Context: an optimization exercise on an open-source flow, tuned for small area. The choices shown serve that exercise and are no tape-out recipe.
Function was checked by simulation only, so behaviour that the tests miss may differ from the original.
Power is estimated from default activity; no workload was simulated.

## flow/run.sh

```bash
#!/bin/bash
# synth_recipe.tcl (not shown) runs the flow's synth.tcl, then flattens the netlist and writes it again
# the make line also repeats each setting of config.mk as NAME=value (left out here)
make -C /OpenROAD-flow-scripts/flow DESIGN_CONFIG=/design/flow/config.mk WORK_HOME=/design/flow/orfs CLKGATE_MAP_FILE= SYNTH_SCRIPT=/design/flow/synth_recipe.tcl finish
```

## flow/config.mk

```make
export PLATFORM = sky130hd
export DESIGN_NAME = mlse_eq_top
export DESIGN_NICKNAME = mlse_eq_top
export VERILOG_FILES = /design/flow/design.v
export SDC_FILE = /design/flow/constraint.sdc
export NUM_CORES = 4
export LEC_CHECK = 0
export ABC_AREA = 1
export CAP_MARGIN = 20
export CORE_AREA = 10 10 690 690
export DIE_AREA = 0 0 700 700
export SLEW_MARGIN = 20
```

## flow/constraint.sdc

```tcl
create_clock -name core_clock -period 3.3 [get_ports {i_clk}]
set_input_delay 0.6600 -clock core_clock [delete_from_list [all_inputs] [get_ports {i_clk}]]
set_output_delay 0.6600 -clock core_clock [all_outputs]
set_load 0.01 [all_outputs]
```

## flow/design.v

```verilog
typedef struct packed {
  logic dpre;
  logic dpst;
  logic dcomp;
  logic dxp;
  logic dxn;
} ari_unit_t;
typedef struct packed {
  logic p1a;
  logic p1b;
  logic p2;
  logic p3o;
  logic p3a;
  logic p3b;
  logic p4p;
  logic p4m;
} flag_unit_t;
`timescale 1ns/1ps
`default_nettype none
module reset_sync #(
    parameter int ActiveLow = 0,
    parameter int SyncRegWidth = 2
) (
    i_rst,
    i_clk,
    o_rst
);
  input wire i_rst;
  input wire i_clk;
  output wire o_rst;
  reg [SyncRegWidth-1:0] sync_reg;
  assign o_rst = sync_reg[0];
  generate
    if (ActiveLow) begin : g_active_hilo
      always @(posedge i_clk or negedge i_rst) begin
        if (~i_rst) sync_reg <= {SyncRegWidth{1'b0}};
        else sync_reg <= {1'b1, sync_reg[SyncRegWidth-1:1]};
      end
    end
    else begin
      always @(posedge i_clk or posedge i_rst) begin
        if (i_rst) sync_reg <= {SyncRegWidth{1'b1}};
        else sync_reg <= {1'b0, sync_reg[SyncRegWidth-1:1]};
      end
    end
  endgenerate
endmodule
`default_nettype wire
`timescale 1ns/1ps
`default_nettype none
module dsp_be_mlse_alu_unit (
    input var logic [2:0][5:0] i_dat_unit_d0m1m2,
    input var logic [7:0] i_cfg_eq_hm1_unit,
    input var logic [7:0] i_cfg_eq_hp1_unit,
    input var logic [7:0] i_cfg_eq_hx_unit,
    output ari_unit_t o_ari_unit
);
  logic signed [5:0] sdat_d0_fxp6p0;
  logic signed [5:0] sdat_dm1_fxp6p0;
  logic signed [5:0] sdat_dm2_fxp6p0;
  logic signed [7:0] scfg_hm1_fxp6p2;
  logic signed [7:0] scfg_hp1_fxp6p2;
  logic signed [7:0] scfg_hx_fxp6p2;
  logic signed [7:0] sdat_d0_fxp6p2;
  logic signed [7:0] sdat_dm1_fxp6p2;
  logic signed [7:0] sdat_dm2_fxp6p2;
  logic signed [7:0] scfg_hm1plus_fxp6p2;
  logic signed [7:0] scfg_hp1plus_fxp6p2;
  logic signed [7:0] scfg_hxplus_fxp6p2;
  logic signed [7:0] scfg_hm1minus_fxp6p2;
  logic signed [7:0] scfg_hp1minus_fxp6p2;
  logic signed [7:0] scfg_hxminus_fxp6p2;
  ari_unit_t ari;
  logic [5:0] dat_d0;
  logic [5:0] dat_dm1;
  logic [5:0] dat_dm2;
  assign {dat_d0, dat_dm1, dat_dm2} = i_dat_unit_d0m1m2;
  assign sdat_d0_fxp6p0 = $signed(dat_d0);
  assign sdat_dm1_fxp6p0 = $signed(dat_dm1);
  assign sdat_dm2_fxp6p0 = $signed(dat_dm2);
  assign scfg_hm1_fxp6p2 = $signed(i_cfg_eq_hm1_unit);
  assign scfg_hp1_fxp6p2 = $signed(i_cfg_eq_hp1_unit);
  assign scfg_hx_fxp6p2 = $signed(i_cfg_eq_hx_unit);
  assign sdat_d0_fxp6p2 = $signed({sdat_d0_fxp6p0, 2'b00});
  assign sdat_dm1_fxp6p2 = $signed({sdat_dm1_fxp6p0, 2'b00});
  assign sdat_dm2_fxp6p2 = $signed({sdat_dm2_fxp6p0, 2'b00});
  assign scfg_hm1plus_fxp6p2 = scfg_hm1_fxp6p2;
  assign scfg_hp1plus_fxp6p2 = scfg_hp1_fxp6p2;
  assign scfg_hxplus_fxp6p2 = scfg_hx_fxp6p2;
  assign scfg_hm1minus_fxp6p2 = -scfg_hm1_fxp6p2;
  assign scfg_hp1minus_fxp6p2 = -scfg_hp1_fxp6p2;
  assign scfg_hxminus_fxp6p2 = -scfg_hx_fxp6p2;
  assign ari.dcomp = sdat_dm1_fxp6p2 > 0 ? 1'b1 : 1'b0;
  assign ari.dxp = sdat_dm1_fxp6p2 > scfg_hxplus_fxp6p2 ? 1'b1 : 1'b0;
  assign ari.dxn = sdat_dm1_fxp6p2 > scfg_hxminus_fxp6p2 ? 1'b1 : 1'b0;
  always_comb begin
    if (sdat_dm1_fxp6p2 > scfg_hp1plus_fxp6p2) begin
      ari.dpst = 1'b1;
    end
    else if (sdat_dm1_fxp6p2 < scfg_hp1minus_fxp6p2) begin
      ari.dpst = 1'b0;
    end
    else begin
      if (sdat_dm2_fxp6p2 > sdat_dm1_fxp6p2) begin
        ari.dpst = 1'b0;
      end
      else begin
        ari.dpst = 1'b1;
      end
    end
  end
  always_comb begin
    if (sdat_dm1_fxp6p2 > scfg_hm1plus_fxp6p2) begin
      ari.dpre = 1'b1;
    end
    else if (sdat_dm1_fxp6p2 < scfg_hm1minus_fxp6p2) begin
      ari.dpre = 1'b0;
    end
    else begin
      if (sdat_dm1_fxp6p2 > sdat_d0_fxp6p2) begin
        ari.dpre = 1'b1;
      end
      else begin
        ari.dpre = 1'b0;
      end
    end
  end
  assign o_ari_unit = ari;
endmodule
`default_nettype wire
`timescale 1ns/1ps
`default_nettype none
module dsp_be_mlse_alu #(
    parameter int PRLL_RANK = 64,
    parameter int PRE_PIPELINE_DEPTH = 3,
    parameter int PST_PIPELINE_DEPTH = 1
) (
    input var logic i_clk,
    input var logic [PRLL_RANK-1:0] i_rst,
    input var logic [PRLL_RANK-1:0] i_en,
    input var logic i_cfg_eq_in_inv,
    input var logic [PRLL_RANK-1:0][5:0] i_dat_be,
    input var logic [8*PRLL_RANK-1:0] i_cfg_eq_hm1,   
    input var logic [8*PRLL_RANK-1:0] i_cfg_eq_hp1,   
    input var logic [8*PRLL_RANK-1:0] i_cfg_eq_hx,    
    output logic [PRLL_RANK-1:0][4:0] o_ari
);
  logic [PRLL_RANK-1:0] rst_sync;
  logic [PRLL_RANK-1:0][5:0] dat_be;
  logic [PRLL_RANK-1:0][7:0] cfg_eq_hm1_unit;
  logic [PRLL_RANK-1:0][7:0] cfg_eq_hp1_unit;
  logic [PRLL_RANK-1:0][7:0] cfg_eq_hx_unit;
  logic [PRE_PIPELINE_DEPTH+1-1:0][PRLL_RANK-1:0][5:0] dat_pipe_pre;
  logic [PRE_PIPELINE_DEPTH+1-1:0][PRLL_RANK-1:0][5:0] dat_pipe_pre_dly;
  logic [PRLL_RANK-1:0][5:0] dat;
  logic [PRLL_RANK-1:0][5:0] dat_dly;
  logic [PRLL_RANK-1:0][2:0][5:0] dat_d0m1m2;
  logic [PRLL_RANK-1:0][4:0] ari;
  logic [PST_PIPELINE_DEPTH+1-1:0][PRLL_RANK-1:0][4:0] ari_pipe_pst;
  generate
    for (genvar k = 0; k < PRLL_RANK; k = k + 1) begin : g_rst_sync
      reset_sync #(
          .ActiveLow(0),
          .SyncRegWidth(2)
      ) reset_sync_alu (
          .i_rst(i_rst[k]),     
          .i_clk(i_clk),
          .o_rst(rst_sync[k])
      );
    end
  endgenerate
  generate
    for (genvar k = 0; k < PRLL_RANK; k = k + 1) begin : g_unpack_dat_be
      assign dat_be[k] = i_cfg_eq_in_inv ? ~i_dat_be[k] : i_dat_be[k];
    end
  endgenerate
  generate
    for (genvar k = 0; k < PRLL_RANK; k = k + 1) begin : g_unpack_cfg_eq
      assign cfg_eq_hm1_unit[k] = i_cfg_eq_hm1[8*k+:8];
      assign cfg_eq_hp1_unit[k] = i_cfg_eq_hp1[8*k+:8];
      assign cfg_eq_hx_unit[k]  = i_cfg_eq_hx[8*k+:8];
    end
  endgenerate
  assign dat_pipe_pre[0] = dat_be;
  generate
    for (genvar k = 0; k < PRLL_RANK; k = k + 1) begin : g_dat_pipe_pre_in_en
      always_ff @(posedge i_clk or posedge rst_sync[k]) begin
        if (rst_sync[k]) begin
          dat_pipe_pre_dly[0][k] <= '0;
        end
        else if (i_en[k]) begin
          dat_pipe_pre_dly[0][k] <= dat_be[k];
        end
      end
    end   
  endgenerate
  generate
    for (genvar k = 0; k < PRLL_RANK; k = k + 1) begin : g_dat_pipe_pre_en
      for (genvar i = 1; i < PRE_PIPELINE_DEPTH + 1; i = i + 1) begin : g_dat_pipe_pre
        always_ff @(posedge i_clk or posedge rst_sync[k]) begin
          if (rst_sync[k]) begin
            dat_pipe_pre[i][k] <= '0;
            dat_pipe_pre_dly[i][k] <= '0;
          end
          else if (i_en[k]) begin
            dat_pipe_pre[i][k] <= dat_pipe_pre[i-1][k];
            if (k == PRLL_RANK - 1 || k == PRLL_RANK - 2) begin
              dat_pipe_pre_dly[i][k] <= dat_pipe_pre_dly[i-1][k];
            end
            else begin
              dat_pipe_pre_dly[i][k] <= '0;
            end
          end
        end
      end   
    end   
  endgenerate
  assign dat = dat_pipe_pre[PRE_PIPELINE_DEPTH];
  assign dat_dly = dat_pipe_pre_dly[PRE_PIPELINE_DEPTH];
  generate
    for (genvar k = 0; k < PRLL_RANK; k = k + 1) begin : g_ari_unit
      if (k == 0) begin : g_assym_k_0
        assign dat_d0m1m2[k] = {dat[k], dat_dly[PRLL_RANK-1], dat_dly[PRLL_RANK-2]};
      end
      else if (k == 1) begin : g_assym_k_1
        assign dat_d0m1m2[k] = {dat[k], dat[k-1], dat_dly[PRLL_RANK-1]};
      end
      else begin : g_assym_k_2_63
        assign dat_d0m1m2[k] = {dat[k], dat[k-1], dat[k-2]};
      end
      dsp_be_mlse_alu_unit dsp_be_mlse_alu_unit (
          .i_dat_unit_d0m1m2(dat_d0m1m2[k]),
          .i_cfg_eq_hm1_unit(cfg_eq_hm1_unit[k]),
          .i_cfg_eq_hp1_unit(cfg_eq_hp1_unit[k]),
          .i_cfg_eq_hx_unit(cfg_eq_hx_unit[k]),
          .o_ari_unit(ari[k])
      );
    end   
  endgenerate
  assign ari_pipe_pst[0] = ari;
  generate
    for (genvar k = 0; k < PRLL_RANK; k = k + 1) begin : g_ari_pipe_pst_en
      for (genvar i = 1; i < PST_PIPELINE_DEPTH + 1; i = i + 1) begin : g_ari_pipe_pst
        always_ff @(posedge i_clk or posedge rst_sync[k]) begin
          if (rst_sync[k]) begin
            ari_pipe_pst[i][k] <= '0;
          end
          else if (i_en[k]) begin
            ari_pipe_pst[i][k] <= ari_pipe_pst[i-1][k];
          end
        end
      end   
    end   
  endgenerate
  assign o_ari = ari_pipe_pst[PST_PIPELINE_DEPTH];
endmodule
`default_nettype wire
`timescale 1ns/1ps
`default_nettype none
module dsp_be_patt_filt_unit (
    input var logic [2:0][4:0] i_ari_unit_d0m1m2,
    input var logic i_cfg_eq_p1a_en,
    input var logic i_cfg_eq_p1b_en,
    input var logic i_cfg_eq_p2_en,
    input var logic i_cfg_eq_p3o_en,
    input var logic i_cfg_eq_p3a_en,
    input var logic i_cfg_eq_p3b_en,
    input var logic i_cfg_eq_p4p_en,
    input var logic i_cfg_eq_p4m_en,
    output flag_unit_t o_flag_unit_d0
);
  ari_unit_t  ari_unit_d0;
  ari_unit_t  ari_unit_dm1;
  ari_unit_t  ari_unit_dm2;
  flag_unit_t flag_unit_d0;
  assign {ari_unit_d0, ari_unit_dm1, ari_unit_dm2} = i_ari_unit_d0m1m2;
  always_comb begin
    if ((ari_unit_dm2.dpre == ari_unit_dm1.dpre) &&
        (ari_unit_dm1.dpre == ari_unit_d0.dpre) &&
        (ari_unit_dm1.dpre != ari_unit_dm1.dpst)) begin
      flag_unit_d0.p1a = 1'b1;
    end
    else begin
      flag_unit_d0.p1a = 1'b0;
    end
  end
  always_comb begin
    if ((ari_unit_dm2.dpst == ari_unit_dm1.dpst) &&
            (ari_unit_dm1.dpst == ari_unit_d0.dpst) &&
            (ari_unit_dm1.dpre != ari_unit_dm1.dpst)) begin
      flag_unit_d0.p1b = 1'b1;
    end
    else begin
      flag_unit_d0.p1b = 1'b0;
    end
  end
  always_comb begin
    if ((ari_unit_dm2.dpre != ari_unit_dm2.dpst) && (ari_unit_d0.dpre != ari_unit_d0.dpst)) begin
      flag_unit_d0.p2 = 1'b1;
    end
    else begin
      flag_unit_d0.p2 = 1'b0;
    end
  end
  always_comb begin
    if (ari_unit_dm1.dpre != ari_unit_dm1.dpst) begin
      flag_unit_d0.p3o = 1'b1;
    end
    else begin
      flag_unit_d0.p3o = 1'b0;
    end
  end
  always_comb begin
    if ((ari_unit_dm1.dpre  != ari_unit_dm1.dpst    )   &&
          (ari_unit_dm2.dpre  == ari_unit_dm2.dpst    )   &&
          (ari_unit_d0.dpre    == ari_unit_d0.dpst  )   &&
          (ari_unit_dm1.dcomp == ari_unit_dm1.dpst    )   &&
          (ari_unit_d0.dxn == 1'b1     )   &&
          (ari_unit_d0.dxp == 1'b0     )   ) begin
      flag_unit_d0.p3a = 1'b1;
    end
    else begin
      flag_unit_d0.p3a = 1'b0;
    end
  end
  always_comb begin
    if (    (ari_unit_dm2.dpre  == ari_unit_dm2.dpst    )   &&
              (ari_unit_dm1.dpre  == ari_unit_dm1.dpst    )   &&
              (ari_unit_d0.dpre    == ari_unit_d0.dpst  )   &&
              (ari_unit_dm2.dpre  == ari_unit_d0.dpre  )   &&
              (ari_unit_dm1.dpre  == ari_unit_d0.dpre  )   &&
              (ari_unit_dm1.dpre  == 1'b1     )   &&
              (ari_unit_dm1.dxp   == 1'b0     )   )
          begin
      flag_unit_d0.p4m = 1'b1;
    end
    else begin
      flag_unit_d0.p4m = 1'b0;
    end
  end
  always_comb begin
    if (    (ari_unit_dm1.dpre  != ari_unit_dm1.dpst    )   &&
              (ari_unit_dm2.dpre  == ari_unit_dm2.dpst    )   &&
              (ari_unit_d0.dpre    == ari_unit_d0.dpst  )   &&
              (ari_unit_dm1.dcomp == ari_unit_dm1.dpre    )   &&
              (ari_unit_dm2.dxn   == 1'b1     )   &&
              (ari_unit_dm2.dxp   == 1'b0     )   )
          begin
      flag_unit_d0.p3b = 1'b1;
    end
    else begin
      flag_unit_d0.p3b = 1'b0;
    end
  end
  always_comb begin
    if (    (ari_unit_dm2.dpre  == ari_unit_dm2.dpst    )   &&
              (ari_unit_dm1.dpre  == ari_unit_dm1.dpst    )   &&
              (ari_unit_d0.dpre    == ari_unit_d0.dpst  )   &&
              (ari_unit_dm2.dpre  == ari_unit_d0.dpre  )   &&
              (ari_unit_dm1.dpre  == ari_unit_d0.dpre  )   &&
              (ari_unit_dm1.dpre  == 1'b0     )   &&
              (ari_unit_dm1.dxn   == 1'b1     )   )
          begin
      flag_unit_d0.p4p = 1'b1;
    end
    else begin
      flag_unit_d0.p4p = 1'b0;
    end
  end
  assign o_flag_unit_d0.p1a = flag_unit_d0.p1a & i_cfg_eq_p1a_en;
  assign o_flag_unit_d0.p1b = flag_unit_d0.p1b & i_cfg_eq_p1b_en;
  assign o_flag_unit_d0.p2  = flag_unit_d0.p2 & i_cfg_eq_p2_en;
  assign o_flag_unit_d0.p3o = flag_unit_d0.p3o & i_cfg_eq_p3o_en;
  assign o_flag_unit_d0.p3a = flag_unit_d0.p3a & i_cfg_eq_p3a_en;
  assign o_flag_unit_d0.p3b = flag_unit_d0.p3b & i_cfg_eq_p3b_en;
  assign o_flag_unit_d0.p4p = flag_unit_d0.p4p & i_cfg_eq_p4p_en;
  assign o_flag_unit_d0.p4m = flag_unit_d0.p4m & i_cfg_eq_p4m_en;
endmodule
`default_nettype wire
`timescale 1ns/1ps
`default_nettype none
module dsp_be_patt_filt #(
    parameter int PRLL_RANK = 64,
    parameter int PRE_PIPELINE_DEPTH = 3,
    parameter int PST_PIPELINE_DEPTH = 2
) (
    input var logic i_clk,
    input var logic [PRLL_RANK-1:0] i_rst,
    input var logic [PRLL_RANK-1:0] i_en,
    input var logic i_cfg_eq_p1a_en,
    input var logic i_cfg_eq_p1b_en,
    input var logic i_cfg_eq_p2_en,
    input var logic i_cfg_eq_p3o_en,
    input var logic i_cfg_eq_p3a_en,
    input var logic i_cfg_eq_p3b_en,
    input var logic i_cfg_eq_p4p_en,
    input var logic i_cfg_eq_p4m_en,
    input var logic [PRLL_RANK-1:0][4:0] i_ari,
    output logic [PRLL_RANK-1:0][4:0] o_ari,
    output logic [PRLL_RANK-1:0][7:0] o_flag
);
  logic [PRLL_RANK-1:0] rst_sync;
  logic [PRE_PIPELINE_DEPTH+1-1:0][PRLL_RANK-1:0][4:0] ari_pipe_pre;
  logic [PRE_PIPELINE_DEPTH+1-1:0][PRLL_RANK-1:0][4:0] ari_pipe_pre_dly;
  logic [PRLL_RANK-1:0][4:0] ari;
  logic [PRLL_RANK-1:0][4:0] ari_dly;
  logic [PRLL_RANK-1:0][2:0][4:0] ari_d0m1m2;
  logic [PRLL_RANK-1:0][7:0] flag_d0;
  logic [PST_PIPELINE_DEPTH+1-1:0][PRLL_RANK-1:0][7:0] flag_pipe_pst;
  logic [PST_PIPELINE_DEPTH+1-1:0][PRLL_RANK-1:0][4:0] ari_pipe_pst;
  generate
    for (genvar k = 0; k < PRLL_RANK; k = k + 1) begin : g_rst_sync
      reset_sync #(
          .ActiveLow(0),
          .SyncRegWidth(2)
      ) reset_sync_alu (
          .i_rst(i_rst[k]),     
          .i_clk(i_clk),
          .o_rst(rst_sync[k])
      );
    end
  endgenerate
  assign ari_pipe_pre[0] = i_ari;
  generate
    for (genvar k = 0; k < PRLL_RANK; k = k + 1) begin : g_ari_pipe_pre_in_en
      always_ff @(posedge i_clk or posedge rst_sync[k]) begin
        if (rst_sync[k]) begin
          ari_pipe_pre_dly[0][k] <= '0;
        end
        else if (i_en[k]) begin
          ari_pipe_pre_dly[0][k] <= i_ari[k];
        end
      end
    end   
  endgenerate
  generate
    for (genvar k = 0; k < PRLL_RANK; k = k + 1) begin : g_ari_pipe_pre_en
      for (genvar i = 1; i < PRE_PIPELINE_DEPTH + 1; i = i + 1) begin : g_ari_pipe_pre
        always_ff @(posedge i_clk or posedge rst_sync[k]) begin
          if (rst_sync[k]) begin
            ari_pipe_pre[i][k] <= '0;
            ari_pipe_pre_dly[i][k] <= '0;
          end
          else if (i_en[k]) begin
            ari_pipe_pre[i][k] <= ari_pipe_pre[i-1][k];
            if (k == PRLL_RANK - 1 || k == PRLL_RANK - 2) begin
              ari_pipe_pre_dly[i][k] <= ari_pipe_pre_dly[i-1][k];
            end
            else begin
              ari_pipe_pre_dly[i][k] <= '0;
            end
          end
        end
      end   
    end   
  endgenerate
  assign ari = ari_pipe_pre[PRE_PIPELINE_DEPTH];
  assign ari_dly = ari_pipe_pre_dly[PRE_PIPELINE_DEPTH];
  generate
    for (genvar k = 0; k < PRLL_RANK; k = k + 1) begin : g_patt_filt_unit
      if (k == 0) begin : g_assym_k_0
        assign ari_d0m1m2[k] = {ari[0], ari_dly[PRLL_RANK-1], ari_dly[PRLL_RANK-2]};
      end
      else if (k == 1) begin : g_assym_k_1
        assign ari_d0m1m2[k] = {ari[1], ari[0], ari_dly[PRLL_RANK-1]};
      end
      else begin : g_assym_k_2_63
        assign ari_d0m1m2[k] = {ari[k], ari[k-1], ari[k-2]};
      end
      dsp_be_patt_filt_unit dsp_be_patt_filt_unit (
          .i_ari_unit_d0m1m2(ari_d0m1m2[k]),
          .i_cfg_eq_p1a_en(i_cfg_eq_p1a_en),
          .i_cfg_eq_p1b_en(i_cfg_eq_p1b_en),
          .i_cfg_eq_p2_en (i_cfg_eq_p2_en),
          .i_cfg_eq_p3o_en(i_cfg_eq_p3o_en),
          .i_cfg_eq_p3a_en(i_cfg_eq_p3a_en),
          .i_cfg_eq_p3b_en(i_cfg_eq_p3b_en),
          .i_cfg_eq_p4p_en(i_cfg_eq_p4p_en),
          .i_cfg_eq_p4m_en(i_cfg_eq_p4m_en),
          .o_flag_unit_d0(flag_d0[k])
      );
    end
  endgenerate
  assign ari_pipe_pst[0] = ari;
  generate
    for (genvar k = 0; k < PRLL_RANK; k = k + 1) begin : g_ari_pipe_pst_en
      for (genvar i = 1; i < PST_PIPELINE_DEPTH + 1; i = i + 1) begin : g_ari_pipe_pst
        always_ff @(posedge i_clk or posedge rst_sync[k]) begin
          if (rst_sync[k]) begin
            ari_pipe_pst[i][k] <= '0;
          end
          else if (i_en[k]) begin
            ari_pipe_pst[i][k] <= ari_pipe_pst[i-1][k];
          end
        end
      end   
    end   
  endgenerate
  assign o_ari = ari_pipe_pst[PST_PIPELINE_DEPTH];
  assign flag_pipe_pst[0] = flag_d0;
  generate
    for (genvar k = 0; k < PRLL_RANK; k = k + 1) begin : g_flag_pipe_pst_en
      for (genvar i = 1; i < PST_PIPELINE_DEPTH + 1; i = i + 1) begin : g_flag_pipe_pst
        always_ff @(posedge i_clk or posedge rst_sync[k]) begin
          if (rst_sync[k]) begin
            flag_pipe_pst[i][k] <= '0;
          end
          else if (i_en[k]) begin
            flag_pipe_pst[i][k] <= flag_pipe_pst[i-1][k];
          end
        end
      end   
    end   
  endgenerate
  assign o_flag = flag_pipe_pst[PST_PIPELINE_DEPTH];
endmodule
`default_nettype wire
`timescale 1ns/1ps
`default_nettype none
module dsp_be_mlse_dec_unit (
    input var logic [2:0][7:0] i_flag_unit_d0m1m2,
    input var ari_unit_t i_ari_unit_dm2,
    output logic o_drx_unit_d0
);
  flag_unit_t flag_unit_d0;
  flag_unit_t flag_unit_dm1;
  flag_unit_t flag_unit_dm2;
  ari_unit_t  ari_unit_dm2;
  assign {flag_unit_d0, flag_unit_dm1, flag_unit_dm2} = i_flag_unit_d0m1m2;
  assign ari_unit_dm2 = i_ari_unit_dm2;
  always_comb begin
    if (flag_unit_d0.p3b == 1'b1) o_drx_unit_d0 = ~ari_unit_dm2.dpre;
    else if (flag_unit_d0.p2 == 1'b1) o_drx_unit_d0 = ari_unit_dm2.dpst;
    else if (flag_unit_dm1.p1a == 1'b1) o_drx_unit_d0 = ari_unit_dm2.dpst;
    else if (flag_unit_dm1.p1b == 1'b1) o_drx_unit_d0 = ari_unit_dm2.dpre;
    else if (flag_unit_dm1.p3o == 1'b1) o_drx_unit_d0 = ari_unit_dm2.dcomp;
    else if (flag_unit_dm1.p2 == 1'b1) o_drx_unit_d0 = ~ari_unit_dm2.dpre;
    else if (flag_unit_dm1.p4m == 1'b1) o_drx_unit_d0 = 1'b0;
    else if (flag_unit_dm1.p4p == 1'b1) o_drx_unit_d0 = 1'b1;
    else if (flag_unit_dm2.p3a == 1'b1) o_drx_unit_d0 = ~ari_unit_dm2.dpst;
    else if (flag_unit_dm2.p2 == 1'b1) o_drx_unit_d0 = ari_unit_dm2.dpre;
    else o_drx_unit_d0 = ari_unit_dm2.dpst;
  end
endmodule
`default_nettype wire
`timescale 1ns/1ps
`default_nettype none
module dsp_be_mlse_dec #(
    parameter int PRLL_RANK = 64,
    parameter int PRE_PIPELINE_DEPTH = 3,
    parameter int PST_PIPELINE_DEPTH = 1
) (
    input var logic i_clk,
    input var logic [PRLL_RANK-1:0] i_rst,
    input var logic [PRLL_RANK-1:0] i_en,
    input var logic i_cfg_eq_out_inv,
    input var logic i_cfg_eq_out_endian,
    input var logic [PRLL_RANK-1:0][4:0] i_ari,
    input var logic [PRLL_RANK-1:0][7:0] i_flag,
    output logic [PRLL_RANK-1:0] o_drx
);
  logic [PRLL_RANK-1:0] rst_sync;
  logic [PRE_PIPELINE_DEPTH+1-1:0][PRLL_RANK-1:0][4:0] ari_pipe_pre;
  logic [PRE_PIPELINE_DEPTH+1-1:0][PRLL_RANK-1:0][4:0] ari_pipe_pre_dly;
  logic [PRLL_RANK-1:0][4:0] ari;
  logic [PRLL_RANK-1:0][4:0] ari_dly;
  logic [PRE_PIPELINE_DEPTH+1-1:0][PRLL_RANK-1:0][7:0] flag_pipe_pre;
  logic [PRE_PIPELINE_DEPTH+1-1:0][PRLL_RANK-1:0][7:0] flag_pipe_pre_dly;
  logic [PRLL_RANK-1:0][7:0] flag;
  logic [PRLL_RANK-1:0][7:0] flag_dly;
  logic [PRLL_RANK-1:0][2:0][7:0] flag_d0m1m2;
  logic [PRLL_RANK-1:0][4:0] ari_dm2;
  logic [PRLL_RANK-1:0] drx_d0;
  logic [PST_PIPELINE_DEPTH+1-1:0][PRLL_RANK-1:0] drx_pipe_pst;
  logic [PRLL_RANK-1:0] drx_pipe_last;
  logic [PRLL_RANK-1:0] drx_chicken;
  generate
    for (genvar k = 0; k < PRLL_RANK; k = k + 1) begin : g_rst_sync
      reset_sync #(
          .ActiveLow(0),
          .SyncRegWidth(2)
      ) reset_sync_alu (
          .i_rst(i_rst[k]),     
          .i_clk(i_clk),
          .o_rst(rst_sync[k])
      );
    end
  endgenerate
  assign ari_pipe_pre[0] = i_ari;
  generate
    for (genvar k = 0; k < PRLL_RANK; k = k + 1) begin : g_ari_pipe_pre_in_en
      always_ff @(posedge i_clk or posedge rst_sync[k]) begin
        if (rst_sync[k]) begin
          ari_pipe_pre_dly[0][k] <= '0;
        end
        else if (i_en[k]) begin
          ari_pipe_pre_dly[0][k] <= i_ari[k];
        end
      end
    end   
  endgenerate
  generate
    for (genvar k = 0; k < PRLL_RANK; k = k + 1) begin : g_ari_pipe_pre_en
      for (genvar i = 1; i < PRE_PIPELINE_DEPTH + 1; i = i + 1) begin : g_ari_pipe_pre
        always_ff @(posedge i_clk or posedge rst_sync[k]) begin
          if (rst_sync[k]) begin
            ari_pipe_pre[i][k] <= '0;
            ari_pipe_pre_dly[i][k] <= '0;
          end
          else if (i_en[k]) begin
            ari_pipe_pre[i][k] <= ari_pipe_pre[i-1][k];
            if (k == PRLL_RANK - 1 || k == PRLL_RANK - 2) begin
              ari_pipe_pre_dly[i][k] <= ari_pipe_pre_dly[i-1][k];
            end
            else begin
              ari_pipe_pre_dly[i][k] <= '0;
            end
          end
        end
      end   
    end   
  endgenerate
  assign ari = ari_pipe_pre[PRE_PIPELINE_DEPTH];
  assign ari_dly = ari_pipe_pre_dly[PRE_PIPELINE_DEPTH];
  assign flag_pipe_pre[0] = i_flag;
  generate
    for (genvar k = 0; k < PRLL_RANK; k = k + 1) begin : g_flag_pipe_pre_in_en
      always_ff @(posedge i_clk or posedge rst_sync[k]) begin
        if (rst_sync[k]) begin
          flag_pipe_pre_dly[0][k] <= '0;
        end
        else if (i_en[k]) begin
          flag_pipe_pre_dly[0][k] <= i_flag[k];
        end
      end
    end   
  endgenerate
  generate
    for (genvar k = 0; k < PRLL_RANK; k = k + 1) begin : g_flag_pipe_pre_en
      for (genvar i = 1; i < PRE_PIPELINE_DEPTH + 1; i = i + 1) begin : g_flag_pipe_pre
        always_ff @(posedge i_clk or posedge rst_sync[k]) begin
          if (rst_sync[k]) begin
            flag_pipe_pre[i][k] <= '0;
            flag_pipe_pre_dly[i][k] <= '0;
          end
          else if (i_en[k]) begin
            flag_pipe_pre[i][k] <= flag_pipe_pre[i-1][k];
            if (k == PRLL_RANK - 1 || k == PRLL_RANK - 2) begin
              flag_pipe_pre_dly[i][k] <= flag_pipe_pre_dly[i-1][k];
            end
            else begin
              flag_pipe_pre_dly[i][k] <= '0;
            end
          end
        end
      end   
    end   
  endgenerate
  assign flag = flag_pipe_pre[PRE_PIPELINE_DEPTH];
  assign flag_dly = flag_pipe_pre_dly[PRE_PIPELINE_DEPTH];
  generate
    for (genvar k = 0; k < PRLL_RANK; k = k + 1) begin : g_dec_unit
      if (k == 0) begin : g_assym_k_0
        assign flag_d0m1m2[k] = {flag[k], flag_dly[PRLL_RANK-1], flag_dly[PRLL_RANK-2]};
        assign ari_dm2[k] = ari_dly[PRLL_RANK-2];
      end
      else if (k == 1) begin : g_assym_k_1
        assign flag_d0m1m2[k] = {flag[k], flag[k-1], flag_dly[PRLL_RANK-1]};
        assign ari_dm2[k] = ari_dly[PRLL_RANK-1];
      end
      else begin : g_assym_k_2_63
        assign flag_d0m1m2[k] = {flag[k], flag[k-1], flag[k-2]};
        assign ari_dm2[k] = ari[k-2];
      end
      dsp_be_mlse_dec_unit dsp_be_mlse_dec_unit (
          .i_flag_unit_d0m1m2(flag_d0m1m2[k]),
          .i_ari_unit_dm2(ari_dm2[k]),
          .o_drx_unit_d0(drx_d0[k])
      );
    end
  endgenerate
  assign drx_pipe_pst[0] = drx_d0;
  generate
    for (genvar k = 0; k < PRLL_RANK; k = k + 1) begin : g_drx_pipe_pst_en
      for (genvar i = 1; i < PST_PIPELINE_DEPTH + 1; i = i + 1) begin : g_drx_pipe_pst
        always_ff @(posedge i_clk or posedge rst_sync[k]) begin
          if (rst_sync[k]) begin
            drx_pipe_pst[i][k] <= '0;
          end
          else if (i_en[k]) begin
            drx_pipe_pst[i][k] <= drx_pipe_pst[i-1][k];
          end
        end
      end   
    end   
  endgenerate
  assign drx_pipe_last = drx_pipe_pst[PST_PIPELINE_DEPTH];
  assign drx_chicken   = i_cfg_eq_out_inv ? ~drx_pipe_last : drx_pipe_last;
  logic [PRLL_RANK-1:0] drx_chicken_rev;
  generate
    for (genvar k = 0; k < PRLL_RANK; k = k + 1) begin : g_drx_rev
      assign drx_chicken_rev[k] = drx_chicken[PRLL_RANK-1-k];
    end
  endgenerate
  always_comb begin
    if (i_cfg_eq_out_endian) begin
      o_drx = drx_chicken_rev;   
    end
    else begin
      o_drx = drx_chicken;   
    end
  end
endmodule
`default_nettype wire
`timescale 1ns/1ps
`default_nettype none
module dsp_be_eq #(
    parameter int PRLL_RANK = 64,
    parameter int ALU_PRE_PP_DEPTH = 3,
    parameter int ALU_PST_PP_DEPTH = 1,
    parameter int FILT_PRE_PP_DEPTH = 3,
    parameter int FILT_PST_PP_DEPTH = 2,
    parameter int DEC_PRE_PP_DEPTH = 3,
    parameter int DEC_PST_PP_DEPTH = 1
) (
    input var logic i_clk,
    input var logic [PRLL_RANK-1:0] i_rst_alu,
    input var logic [PRLL_RANK-1:0] i_rst_filt,
    input var logic [PRLL_RANK-1:0] i_rst_dec,
    input var logic [PRLL_RANK-1:0] i_en_alu,
    input var logic [PRLL_RANK-1:0] i_en_filt,
    input var logic [PRLL_RANK-1:0] i_en_dec,
    input var logic i_cfg_eq_in_inv,
    input var logic i_cfg_eq_out_inv,
    input var logic i_cfg_eq_out_endian,
    input var logic i_cfg_eq_p1a_en,
    input var logic i_cfg_eq_p1b_en,
    input var logic i_cfg_eq_p2_en,
    input var logic i_cfg_eq_p3o_en,
    input var logic i_cfg_eq_p3a_en,
    input var logic i_cfg_eq_p3b_en,
    input var logic i_cfg_eq_p4p_en,
    input var logic i_cfg_eq_p4m_en,
    input var logic [8*PRLL_RANK-1:0] i_cfg_eq_hm1,   
    input var logic [8*PRLL_RANK-1:0] i_cfg_eq_hp1,   
    input var logic [8*PRLL_RANK-1:0] i_cfg_eq_hx,    
    input var logic [PRLL_RANK-1:0][5:0] i_dat_be,   
    output var logic [PRLL_RANK-1:0] o_drx
);
  logic [PRLL_RANK-1:0][4:0] ari;
  logic [PRLL_RANK-1:0][4:0] ari_fwd;
  logic [PRLL_RANK-1:0][7:0] flag;
  dsp_be_mlse_alu #(
      .PRLL_RANK(PRLL_RANK),
      .PRE_PIPELINE_DEPTH(ALU_PRE_PP_DEPTH),
      .PST_PIPELINE_DEPTH(ALU_PST_PP_DEPTH)
  ) dsp_be_mlse_alu (
      .i_clk(i_clk),
      .i_rst(i_rst_alu),
      .i_en (i_en_alu),
      .i_cfg_eq_in_inv(i_cfg_eq_in_inv),
      .i_cfg_eq_hm1(i_cfg_eq_hm1),
      .i_cfg_eq_hp1(i_cfg_eq_hp1),
      .i_cfg_eq_hx(i_cfg_eq_hx),
      .i_dat_be(i_dat_be),
      .o_ari(ari)
  );
  dsp_be_patt_filt #(
      .PRLL_RANK(PRLL_RANK),
      .PRE_PIPELINE_DEPTH(FILT_PRE_PP_DEPTH),
      .PST_PIPELINE_DEPTH(FILT_PST_PP_DEPTH)
  ) dsp_be_patt_filt (
      .i_clk(i_clk),
      .i_rst(i_rst_filt),
      .i_en (i_en_filt),
      .i_cfg_eq_p1a_en(i_cfg_eq_p1a_en),
      .i_cfg_eq_p1b_en(i_cfg_eq_p1b_en),
      .i_cfg_eq_p2_en (i_cfg_eq_p2_en),
      .i_cfg_eq_p3o_en(i_cfg_eq_p3o_en),
      .i_cfg_eq_p3a_en(i_cfg_eq_p3a_en),
      .i_cfg_eq_p3b_en(i_cfg_eq_p3b_en),
      .i_cfg_eq_p4p_en(i_cfg_eq_p4p_en),
      .i_cfg_eq_p4m_en(i_cfg_eq_p4m_en),
      .i_ari (ari),
      .o_ari (ari_fwd),
      .o_flag(flag)
  );
  dsp_be_mlse_dec #(
      .PRLL_RANK(PRLL_RANK),
      .PRE_PIPELINE_DEPTH(DEC_PRE_PP_DEPTH),
      .PST_PIPELINE_DEPTH(DEC_PST_PP_DEPTH)
  ) dsp_be_mlse_dec (
      .i_clk(i_clk),
      .i_rst(i_rst_dec),
      .i_en (i_en_dec),
      .i_cfg_eq_out_inv(i_cfg_eq_out_inv),
      .i_cfg_eq_out_endian(i_cfg_eq_out_endian),
      .i_ari (ari_fwd),
      .i_flag(flag),
      .o_drx (o_drx)
  );
endmodule
`default_nettype wire
`timescale 1ns/1ps
`default_nettype none
module mlse_eq_top (
    input wire i_clk,
    input wire i_rst,
    input wire i_en,
    input wire i_cfg_eq_in_inv,
    input wire i_cfg_eq_out_inv,
    input wire i_cfg_eq_out_endian,
    input wire i_cfg_eq_p1a_en,
    input wire i_cfg_eq_p1b_en,
    input wire i_cfg_eq_p2_en,
    input wire i_cfg_eq_p3o_en,
    input wire i_cfg_eq_p3a_en,
    input wire i_cfg_eq_p3b_en,
    input wire i_cfg_eq_p4p_en,
    input wire i_cfg_eq_p4m_en,
    input wire [511:0] i_cfg_eq_hm1,   
    input wire [511:0] i_cfg_eq_hp1,   
    input wire [511:0] i_cfg_eq_hx,    
    input wire [383:0] i_dat_be,   
    output wire [63:0] o_drx
);
  localparam int N = 64;
  localparam int DEPTH = 12;
  logic [N-1:0][5:0] x;
  for (genvar k = 0; k < N; k++) begin : g_x
    assign x[k] = i_cfg_eq_in_inv ? ~i_dat_be[6*k+:6] : i_dat_be[6*k+:6];
  end
  logic [5:0] x63_q;      
  logic       c63_q;      
  logic [3:0][4:0] at_q;  
  logic [N-1:0] qpre, qpst, qcomp, qxp, qxn;
  logic [N-1:0] c;        
  logic [N-1:0] dpre, dpst, dcomp, dxp, dxn;
  for (genvar k = 0; k < N; k++) begin : g_alu
    logic [5:0] vm1, v0;
    logic [7:0] hm, hp, hx;
    logic cm1;
    assign v0 = x[k];
    if (k == 0) begin : g_k0
      assign vm1 = x63_q;
      assign cm1 = c63_q;
    end else begin : g_kn
      assign vm1 = x[k-1];
      assign cm1 = c[k-1];
    end
    assign hm = i_cfg_eq_hm1[8*k+:8];
    assign hp = i_cfg_eq_hp1[8*k+:8];
    assign hx = i_cfg_eq_hx[8*k+:8];
    gts #(6) u_c (.a(vm1), .b(v0), .g0(1'b0), .gt(c[k]));
    logic [5:0] nv;
    logic [6:0] u;
    logic em, ep, ex, hi_m, lo_m, hi_p, lo_p, lo_m0, lo_p0, dxn0;
    assign nv = ~vm1;
    assign u = {nv[5], nv} + 7'd1;
    assign em = hm == 8'h80;
    assign ep = hp == 8'h80;
    assign ex = hx == 8'h80;
    gts #(6) u_him (.a(vm1), .b(hm[7:2]), .g0(1'b0), .gt(hi_m));
    gts #(6) u_lom (.a(nv), .b(hm[7:2]), .g0(1'b1), .gt(lo_m0));
    gts #(6) u_hip (.a(vm1), .b(hp[7:2]), .g0(1'b0), .gt(hi_p));
    gts #(6) u_lop (.a(nv), .b(hp[7:2]), .g0(1'b1), .gt(lo_p0));
    gts #(6) u_xp (.a(vm1), .b(hx[7:2]), .g0(1'b0), .gt(dxp[k]));
    gts #(7) u_xn (.a({hx[7], hx[7:2]}), .b(u), .g0(hx[1:0] != 2'b00), .gt(dxn0));
    assign lo_m = lo_m0 & ~em;
    assign lo_p = lo_p0 & ~ep;
    assign dcomp[k] = !vm1[5] && (vm1 != 6'd0);
    assign dxn[k] = dxn0 | (ex & (vm1 != 6'h20));
    assign dpst[k] = hi_p ? 1'b1 : lo_p ? 1'b0 : !cm1;
    assign dpre[k] = hi_m ? 1'b1 : lo_m ? 1'b0 : c[k];
  end
  logic [N+3:0] ep, es, ec, exp_, exn;
  assign ep = {qpre, at_q[3][4], at_q[2][4], at_q[1][4], at_q[0][4]};
  assign es = {qpst, at_q[3][3], at_q[2][3], at_q[1][3], at_q[0][3]};
  assign ec = {qcomp, at_q[3][2], at_q[2][2], at_q[1][2], at_q[0][2]};
  assign exp_ = {qxp, at_q[3][1], at_q[2][1], at_q[1][1], at_q[0][1]};
  assign exn = {qxn, at_q[3][0], at_q[2][0], at_q[1][0], at_q[0][0]};
  logic [N+3:0] em;
  assign em = ep ^ es;
  logic [N-1:0] dec;
  for (genvar k = 0; k < N; k++) begin : g_dec
    localparam int J = k + 4;
    logic m0, m1, m2, m3, m4, p1, p2, p3, s1, s2, s3, c1, c2, c3, xp2, xn2;
    logic t0, r1, r2, r3, r4, r5, r8, d0, d1;
    assign {m0, m1, m2, m3, m4} = {em[J], em[J-1], em[J-2], em[J-3], em[J-4]};
    assign {p1, p2, p3} = {ep[J-1], ep[J-2], ep[J-3]};
    assign {s1, s2, s3} = {es[J-1], es[J-2], es[J-3]};
    assign {c1, c2, c3} = {ec[J-1], ec[J-2], ec[J-3]};
    assign xp2 = exp_[J-2];
    assign xn2 = exn[J-2];
    assign t0 = (i_cfg_eq_p3b_en & m1 & !m0 & (c1 == p1) & xn2 & !xp2)             
              | (i_cfg_eq_p2_en & m3 & m1)                                         
              | (!m3 & !m1 & (p3 == p2) & (p1 == p2) &
                 (p2 ? (i_cfg_eq_p4m_en & !xp2) : (i_cfg_eq_p4p_en & xn2)))         
              | (i_cfg_eq_p3a_en & m3 & !m4 & (c3 == s3) & xn2 & !xp2);            
    assign d0 = s2 ^ t0;
    assign r1 = i_cfg_eq_p2_en & m0;                                               
    assign r2 = i_cfg_eq_p1a_en & (p3 == p2) & (p2 == p1);                         
    assign r3 = i_cfg_eq_p1b_en & (s3 == s2) & (s2 == s1);                         
    assign r4 = i_cfg_eq_p3o_en;                                                   
    assign r5 = i_cfg_eq_p2_en & m3 & m1;                                          
    assign r8 = i_cfg_eq_p2_en & m4;                                               
    assign d1 = (r1 | r2) ? s2 : r3 ? !s2 : r4 ? c2 : r5 ? s2 : r8 ? !s2 : s2;
    assign dec[k] = m2 ? d1 : d0;
  end
  logic [DEPTH-1:0][N-1:0] dq;
  always_ff @(posedge i_clk) begin
    if (i_en) begin
      x63_q <= x[63];
      c63_q <= c[63];
      for (int i = 0; i < 4; i++)
        at_q[i] <= {qpre[N-4+i], qpst[N-4+i], qcomp[N-4+i], qxp[N-4+i], qxn[N-4+i]};
      {qpre, qpst, qcomp, qxp, qxn} <= {dpre, dpst, dcomp, dxp, dxn};
      dq <= {dq[DEPTH-2:0], dec};
    end
  end
  logic [N-1:0] drx, drx_rev;
  assign drx = dq[DEPTH-1] ^ {N{i_cfg_eq_out_inv}};
  for (genvar k = 0; k < N; k++) begin : g_rev
    assign drx_rev[k] = drx[N-1-k];
  end
  assign o_drx = i_cfg_eq_out_endian ? drx_rev : drx;
  logic unused_rst;
  assign unused_rst = i_rst;
endmodule
module gts #(
    parameter int W = 6
) (
    input  wire [W-1:0] a,
    input  wire [W-1:0] b,
    input  wire         g0,
    output wire         gt
);
  wire [W:0] g;
  assign g[0] = g0;
  for (genvar i = 0; i < W - 1; i++) begin : g_bit
    assign g[i+1] = (a[i] ^ b[i]) ? a[i] : g[i];
  end
  assign g[W] = (a[W-1] ^ b[W-1]) ? b[W-1] : g[W-1];
  assign gt = g[W];
endmodule
`default_nettype wire
```

==> metrics.md, run 1 <==
| Metric | Value |
|---|---|
| Status | `finished clean` |
| Grt met1 use | `31.5%` |
| Number of global-route vias before repair | `112000` |
| Fmax | `334 MHz` |
| Worst Setup SP | `dq[765]` |
| Final Hold Vio Count | `0` |
| Slew HR | `33.8%` |
| Synth cell types | `56` |
| Grt ovf | `0` |
| Setup Fix Bufs, Post-CTS | `0` |
| Ys async rst share | `0%` |
| Synth Cell Area | `104000 um^2` |
| CP Max Fanout | `2` |
| PwrDens | `386 nW/um^2` |
| Worst Tran Pin Value | `0.986 ns` |
| RSZ-0062 raised after global routing | `false` |
| CTS tree | `built` |
| FF-to-FF Start | `qpst[12]` |
| Clock Path Buffers | `4` |
| WL/cell | `25.8 um` |
| Post-Syn Instances | `16400` |
| Rows | `249` |
| GR Util met3 | `9.12%` |
| CTS root buffer | `clkbuf_16` |
| First-pass GRT wire length | `889000 um` |
| Die area | `490000 um^2` |
| Area growth syn-to-layout | `37.2%` |
| Hold path start | `i_en` |
| DR pass1 iterations | `8` |
| Setup-failing EPs final | `0` |
| Min-delay worst type | `in -> reg` |
| Crit end category | `output pin` |
| Drt drc | `0` |
| Synth Warn # | `1` |
| Peak VDD IR | `0.393 mV` |
| Clock Skew | `0.0974 ns` |
| GR Util All Layers | `25.5%` |
| Fin. max-slew vios | `0` |
| Final Wtd Congestion | `1.02` |
| DRT iter0 DRCs | `13000` |
| # IOs | `1998` |
| CP startpoint kind | `flip-flop` |
| Number of synthesized register bits | `1110` |
| Syn Area/Cell | `6.33 um^2` |
| TNS Setup | `0 ns` |
| Arrival @ worst endpoint | `2.33 ns` |
| Gr busiest metal | `met2` |
| H-tree Lvls | `4` |
| Pre-CTS WS | `0.0279 ns` |
| HPWL after DPL | `575000 um` |
| Final nets | `21200` |
| Vias | `125000` |
| Layout cells sized above 1 | `8.64%` |
| Largest net degree at the start of global routing | `112` |
| Max-Cap Viols | `0` |
| Top_reg_cell synth | `edfxtp_1` |
| ANT nets after route | `0` |
| Detailed Route WL | `661000 um` |
| WP data required | `2.64 ns` |
| Initial antenna violation count | `534` |
| CTS clk-pin slew, worst paths | `0.06 ns` |
| Resized cells post-CTS | `0` |
| GR met2 Demand/Resource | `39.7%` |
| # clock sinks | `1110` |
| Crit path time final | `2.99 ns` |
| Clock latency on the worst-skew pair | `0.86 ns` |
| Die height | `700 um` |
| TritonCTS Buffers | `137` |
| Die W | `700 um` |
| Port bufs | `1996` |
| Setup CP Type | `reg -> out` |
| Fin crit share | `90.7%` |
| Fillers | `50400` |
| Setup slack after layout | `0.306 ns` |
| Leakage power | `0.0676 uW` |
| Initial core utilization | `22.6%` |
| DR vias/cell | `4.86` |
| CTS Hold Bufs | `0` |
| Core footprint | `460000 um^2` |
| Mapped Nets | `18500` |
| Sequential share of the synthesized area | `32.1%` |
| Post-synth EDFFs | `1110` |
-- cell families (layout without fill, tap and decap cells) --
| logic type | Yosys count | count (layout) | share of synthesized area (%) |
|---|---|---|---|
| AND/OR/NAND/NOR | 9881 | 9881 | 39.9 |
| buffers and inverters | 2641 | 5450 | 10.1 |
| AO/OA/AOI/OAI | 2160 | 2160 | 11.8 |
| flip-flops | 1110 | 1110 | 32.1 |
| XOR/XNOR | 509 | 509 | 4.59 |
| adder cells (fa/ha/maj) | 128 | 128 | 1.54 |
| multiplexers | 3 | 3 | 0.0325 |
| other | 0 | 233 | 0 |
-- synthesized netlist by cell type, types with 57 or more instances --
| cell | count | area, um^2 |
|---|---|---|
| o21ai_1 | 79 | 395 |
| nor2_1 | 901 | 3380 |
| xor2_1 | 340 | 2980 |
| o22ai_1 | 420 | 2630 |
| xnor2_1 | 130 | 1140 |
| o211ai_1 | 133 | 998 |
| a21oi_1 | 452 | 2260 |
| nand2_2 | 176 | 1100 |
| ha_1 | 128 | 1600 |
| inv_1 | 2195 | 8240 |
| inv_2 | 134 | 503 |
| nand2_1 | 6606 | 24800 |
| or2_1 | 90 | 563 |
| nand3_1 | 1358 | 6800 |
| edfxtp_1 | 1110 | 33300 |
| buf_4 | 57 | 428 |
| clkbuf_1 | 131 | 492 |
| buf_2 | 63 | 315 |
| nand4_1 | 185 | 1160 |
| or2_2 | 141 | 882 |
| nor4_1 | 209 | 1310 |
| nor3_1 | 63 | 315 |
| o21ai_0 | 844 | 4220 |
| nand3b_1 | 84 | 631 |
-- worst paths after layout --
check	end	slack, ns	cells past startpoint
min reg2reg	dq[575]	0.35	0
max reg2reg	dq[13]	0.57	12
min	dq[723]	0.22	1
max	o_drx[61]	0.31	4
-- metrics by stage --
stage | instances | instance area, um^2 | utilization (%) | total power (uW) | hold slack, ns
2_1_floorplan | 16400 | 104000 | - | 29400 | 0.400
3_3_place_gp | 25200 | 138000 | 29.9 | 39300 | 0.401
3_5_place_dp | 25200 | 138000 | 29.9 | 39500 | 0.405
4_1_cts | 25400 | 142000 | 30.8 | 55300 | 0.175
5_1_grt | 25500 | 142000 | 30.9 | 58200 | 0.201
6_report | 25600 | 143000 | 31.0 | 55000 | 0.220
-- sequential cells by signal, indices dropped and copies added (netlist names) --
| register | flops |
|---|---|
| qcomp | 64 |
| c63_q | 1 |
| x63_q | 6 |
| dq | 768 |
| qpst | 64 |
| qxp | 64 |
| at_q | 15 |
| qxn | 64 |
| qpre | 64 |
-- metal layers --
metal / share of wire, % / routed length, um
met5: 0.30 / 2010
met4: 4.7 / 31300
met3: 11 / 71900
met2: 44 / 290000
met1: 40 / 266000
-- worst max-delay path, cell delays in order (launching register included) --
cell	delay (ns)
edfxtp_1	0.48
xor2_1	0.22
nor2_1	0.06
a21oi_1	0.13
clkdlybuf4s50_1	0.58
-- cell usage in the layout (no fill, tap or decap), drive strengths merged, types with 152 or more instances in the layout --
cell type | synthesis | final
xor2 | 360 | 360
or2 | 245 | 245
edfxtp | 1110 | 1110
a21oi | 452 | 452
nor4 | 209 | 209
o21ai | 923 | 923
nand2 | 6782 | 6782
clkbuf | 131 | 152
diode | 0 | 233
o22ai | 420 | 420
clkdlybuf4s50 | 0 | 1965
nand3 | 1375 | 1375
nor2 | 932 | 932
buf | 177 | 912
nand4 | 185 | 185
inv | 2330 | 2342
-- report_power, final --
group	leakage [uW]	total (uW)	internal (uW)	switching, uW
registers	0.0109	18700	17400	1320
logic	0.0546	20800	8110	12700
clock network	0.00214	15400	8740	6650
total	0.0676	55000	34300	20700
-- area by class of cell --
type                       count  area (um^2)  share of cell area [%]
antenna                      233          583                   0.409
inverter                    2333         8800                    6.17
sequential                  1110        33300                    23.4
timing repair buffer        2877        27600                    19.3
tap                         6149         7690                    5.40
multi-input combinational  12700        60200                    42.2
clock inverter                88          902                   0.633
clock buffer                 152         3530                    2.47
==> run 2, diff against run 1 <==
==> flow/flow/run.sh (new file) <==
#!/bin/bash
# Layout flow: the standard synthesis, then its combinational logic mapped
# again by ABC with an area-oriented script (registers, their names and cell
# types are kept), then the standard flow from floorplan to finish.
set -euo pipefail
W=$PWD
R=$W/orfs/results/$FLOW_PLATFORM/mlse_eq_top/base
F=$W/flow

bash standard.sh synth > $W/log_1_standard_synth.log 2>&1
cp $R/1_2_yosys.v $W/std_1_2_yosys.v

LIB=$FLOW_HOME/platforms/$FLOW_PLATFORM/lib/sky130_fd_sc_hd__tt_025C_1v80.lib
DU=""
for c in $(sed -n '/DONT_USE_CELLS += /,/^#/p' $FLOW_HOME/platforms/$FLOW_PLATFORM/config.mk | grep -o 'sky130_fd_sc_hd__[a-z0-9_]*'); do
  DU="$DU -dont_use $c"
done
FFS=$(grep -o 'sky130_fd_sc_hd__[a-z0-9_]*' $W/std_1_2_yosys.v | sort -u | grep -E 'df|dl' | tr '\n' ' ')
BB=""
for c in $FFS; do BB="$BB blackbox $c;"; done

yosys -l $W/log_2_reopt.log -p "read_verilog $W/std_1_2_yosys.v; read_liberty -ignore_miss_func $LIB; $BB hierarchy -top $FLOW_TOP; flatten; hierarchy -top $FLOW_TOP; opt_clean; abc -script $F/area.abc -liberty $LIB $DU; opt_clean -purge; read_liberty -lib -ignore_redef $LIB; setundef -zero; hilomap -singleton -hicell sky130_fd_sc_hd__conb_1 HI -locell sky130_fd_sc_hd__conb_1 LO; insbuf -buf sky130_fd_sc_hd__buf_4 A X; opt_clean -purge; tee -o $W/reopt_stat.txt stat -liberty $LIB; check -assert -mapped; write_verilog -noattr -nohex -nodec $W/reopt.v" > /dev/null 2>&1

cp $W/reopt.v $R/1_2_yosys.v
touch $R/1_2_yosys.v
bash standard.sh > $W/log_3_standard_finish.log 2>&1
==> flow/flow/area.abc (new file) <==
strash
balance -l
resub -K 6 -l
rewrite -l
resub -K 6 -N 2 -l
refactor -l
resub -K 8 -l
balance -l
resub -K 8 -N 2 -l
rewrite -l
resub -K 10 -l
rewrite -z -l
resub -K 10 -N 2 -l
balance -l
resub -K 12 -l
refactor -z -l
resub -K 12 -N 2 -l
rewrite -z -l
balance -l
balance -l
resub -K 6 -l
rewrite -l
resub -K 6 -N 2 -l
refactor -l
resub -K 8 -l
balance -l
resub -K 8 -N 2 -l
rewrite -l
resub -K 10 -l
rewrite -z -l
resub -K 10 -N 2 -l
balance -l
resub -K 12 -l
refactor -z -l
resub -K 12 -N 2 -l
rewrite -z -l
balance -l
dch -f
amap
topo
==> flow/standard.sh (new file) <==
#!/bin/bash
# synth_recipe.tcl (not shown) runs the flow's synth.tcl, then flattens the netlist and writes it again
# the make line also repeats each setting of config.mk as NAME=value (left out here)
make -C /OpenROAD-flow-scripts/flow DESIGN_CONFIG=/design/flow/config.mk WORK_HOME=/design/flow/orfs CLKGATE_MAP_FILE= SYNTH_SCRIPT=/design/flow/synth_recipe.tcl "${@:-finish}"
removed: flow/run.sh
==> run 2 against run 1 <==
Compared with the run above:
- still clean on timing, DRC and antenna
- clock skew fell by 0.011 ns
- cell count fell by 16%
- die area did not move
- worst setup slack got worse by 0.24 ns
- non-clock buffer count rose by 976
- design area fell by 6.4%
- flip-flop and latch count did not move
- sequential share of layout area rose by 1.6 points
- sequential power barely moved
- clock power rose by 4%
- fmax fell by 7.5%
- largest cell class unchanged
==> metrics.md, run 2 <==
| Metric | Value |
|---|---|
| Finished Layout Cells | `21600 (-16%)` |
| Vias | `111000 (-11%)` |
| CP bufs+invs | `3 (+2)` |
| Synth Warn # | `1 (unchanged)` |
| GR Util All Layers | `24.6% (-0.90 points)` |
| Fmax | `309 MHz (-7.5%)` |
| DRT iter0 DRCs | `13100 (+0.81%)` |
| Fin crit share | `98.1% (+7.3 points)` |
| CTS clk-pin slew, worst paths | `0.06 ns (about the same)` |
| Min-delay worst type | `in -> reg` |
| Core footprint | `460000 um^2 (unchanged)` |
| CTS Hold Bufs | `0 (unchanged)` |
| Worst Tran Pin Value | `1.13 ns (+0.139 ns)` |
| Crit end category | `flip-flop` |
| Worst Hold Path EP | `dq[645]` |
| Initial antenna violation count | `365 (-32%)` |
| Dpl cells | `21100 (-16%)` |
| DR pass1 iterations | `10 (+2)` |
| Post-Syn Instances | `11100 (-32%)` |
| Synth Cell Area | `85600 um^2 (-18%)` |
| Clock Path Buffers | `4 (unchanged)` |
| CP dominant cell by count | `clkinv_1` |
| Total power | `54700 uW (-0.49%)` |
| Top delay family on crit path | `compound AO/OA/AOI/OAI gates` |
| Port bufs | `1996 (unchanged)` |
| Clock latency on the worst-skew pair | `0.88 ns (+0.02 ns)` |
| FF-to-FF setup slack | `0.06 ns (-0.51 ns)` |
| RSZ-0062 raised after global routing | `false` |
| Peak VDD IR | `0.316 mV (-20%)` |
| Status | `finished clean` |
| CP startpoint kind | `flip-flop` |
| # clock sinks | `1110 (unchanged)` |
| CTS tree | `built` |
| Reg-to-Reg End | `dq[55]` |
| Leakage power | `0.0466 uW (-31%)` |
| H-tree Lvls | `4 (unchanged)` |
| Final nets | `17100 (-19%)` |
| Hold path start | `i_en` |
| Crit-path max cell delay | `1.07 ns (+0.49 ns)` |
| CTS root buffer | `clkbuf_16` |
| Layout cells sized above 1 | `14.1% (+5.4 points)` |
| Arrival @ worst endpoint | `3.73 ns (+1.40 ns)` |
| First-pass GRT wire length | `854000 um (-3.9%)` |
| DR vias/cell | `5.14 (+5.7%)` |
| Syn Area/Cell | `7.68 um^2 (+21%)` |
| Final Wtd Congestion | `1.03 (+0.74%)` |
| Cell Chain, Critical Path | `clkinv_1 -> nand2_1 -> nand2_1 -> clkinv_1 -> o41ai_2 -> a221oi_1 -> clkinv_1 -> o221ai_1` |
| Number of global-route vias before repair | `103000 (-8.3%)` |
| Crit path time final | `3.24 ns (+0.242 ns)` |
| Setup-failing EPs final | `0 (unchanged)` |
| Slew HR | `24.2% (-9.6 points)` |
| Most frequent cells in the layout | `1962 x clkdlybuf4s50_1, 1938 x nor2_1, 1804 x buf_4` |
| Hold path cells | `1 (unchanged)` |
| WP data required | `3.79 ns (+1.15 ns)` |
| Worst Setup SP | `qpst[51]` |
| Die height | `700 um (unchanged)` |
| Mapped Nets | `13100 (-29%)` |
| HPWL after DPL | `555000 um (-3.4%)` |
| Die W | `700 um (unchanged)` |
| Most common cell after layout, fill and taps aside | `clkdlybuf4s50_1` |
| Initial core utilization | `18.6% (-4.0 points)` |
| Detailed Route WL | `638000 um (-3.6%)` |
| Clock Skew | `0.0868 ns (-0.0106 ns)` |
| FF-to-FF Start | `qpst[51]` |
| Drt drc | `0 (unchanged)` |
| Die area | `490000 um^2 (unchanged)` |
| TritonCTS Buffers | `143 (+4.4%)` |
| Slowest library cell on the worst path | `o41ai_2` |
| Rows | `249 (unchanged)` |
| Max-Cap Viols | `0 (unchanged)` |
| CP Max Fanout | `6 (+4)` |
| PwrDens | `410 nW/um^2 (+6.3%)` |
| Number of flip-flops under the largest register name | `768 (unchanged)` |
| Largest net degree at the start of global routing | `110 (-1.8%)` |
| Setup CP Type | `reg -> reg` |
| Final Hold Vio Count | `0 (unchanged)` |
| Fin. max-slew vios | `0 (unchanged)` |
| ANT nets after route | `0 (unchanged)` |
| Biggest register | `dq` |
| # IOs | `1998 (unchanged)` |
| Grt ovf | `0 (unchanged)` |
| Worst Reg-to-Reg Cells | `8 (-4)` |
| Area growth syn-to-layout | `55.9%` |
| WL/cell | `29.6 um (+15%)` |
-- run 2: cell types whose count changed in the layout (fill, tap and decap cells not counted), sizes merged, moves of 272 or more --
| cell | change |
|---|---|
| a31oi | +297 |
| inv | -2325 |
| buf | +979 |
| nor2 | +1009 |
| o22ai | +272 |
| clkinv | +1650 |
| a21oi | +559 |
| nand2 | -5652 |
| xor2 | -360 |
| nand3 | -1332 |
| o221ai | +380 |
-- run 2: worst max path at each step --
stage	end	slack [ns]	depth (start not counted)
6_report	dq[55]	0.06	8
5_1_grt	qpre[33]	0.03	15
4_1_cts	o_drx[29]	0.07	4
3_5_place_dp	qpre[17]	-0.97	15
3_3_place_gp	qpre[17]	-0.86	15
2_1_floorplan	qxn[33]	-0.15	12
-- run 2: area by class of cell --
type,count,area [um^2]
flip-flops and latches,1110,33300
repair buffers,3853,34900
clock inverters,97,1050
multi-input cells,8381,46200
fillers,49800,327000
clock buffers,157,3630
well taps,6149,7690
diodes,165,413
inverters,1655,6250
-- run 2: through the flow --
step | area (um^2) | TNS, ns | utilization (%) | hold WS, ns | setup WS (ns)
after floorplan | 85700 | -1.70 | - | 0.400 | -0.153
after global placement | 128000 | -41.56 | 27.9 | 0.400 | -0.857
after detailed placement | 128000 | -43.77 | 27.9 | 0.405 | -0.971
after CTS | 133000 | 0 | 28.9 | 0.205 | 0.0723
after global routing | 133000 | 0 | 29.0 | 0.224 | 0.0287
final | 134000 | 0 | 29.0 | 0.251 | 0.0641
-- run 2: layer usage --
metal	up-vias	track usage [%]	wire length (um)
li1	51500	-	-
met1	52600	33.0	278000
met2	5479	37.7	275000
met3	1159	6.68	58900
met4	158	8.69	25200
met5	-	0.135	1080
-- run 2: power by group --
group / internal (uW) / leakage, uW / switching (uW)
combinational: 8490 / 0.0335 / 11600
clock: 9170 / 0.00225 / 6850
sequential: 17400 / 0.0109 / 1230
-- run 2: repair_timing --
item | CTS | global route
endpoints found under the setup margin | 2 | 7
gates resized for setup | 1 | 7
endpoints found under the hold margin | 0 | 0
buffers inserted | 2 | 2

==> port drivers added, routing unchanged <==
How much do the figures lean on ideal ports? The routed layouts below were timed once more, with nothing changed but the port constraints.
Step 1, drivers: a clkbuf_16 drives i_clk and a buf_2 each remaining input, both assumed.
Step 2, shift: input delay + t, output delay - t, t = (earliest + latest rising clock arrival at the registers) / 2. This alone moves slack from input paths to output paths.
a / b / c = no drivers / after step 1 / after step 2; a / b = the first two.
run	t, ns	setup slack, ns	worst hold slack (ns)	pins driven straight from the clock port
run 1	0.917	0.306 / 0.204 / -0.105	0.220 / 0.196 / 0.353	1
run 2	0.943	0.064 / 0.064 / -0.661	0.251 / 0.228 / 0.338	1
With both steps, setup timing fails in run 1 and run 2, where it was met with ideal ports. The setup slack of run 2, which loses most, moves by 0.000 ns with the drivers and by -0.725 ns with both steps.
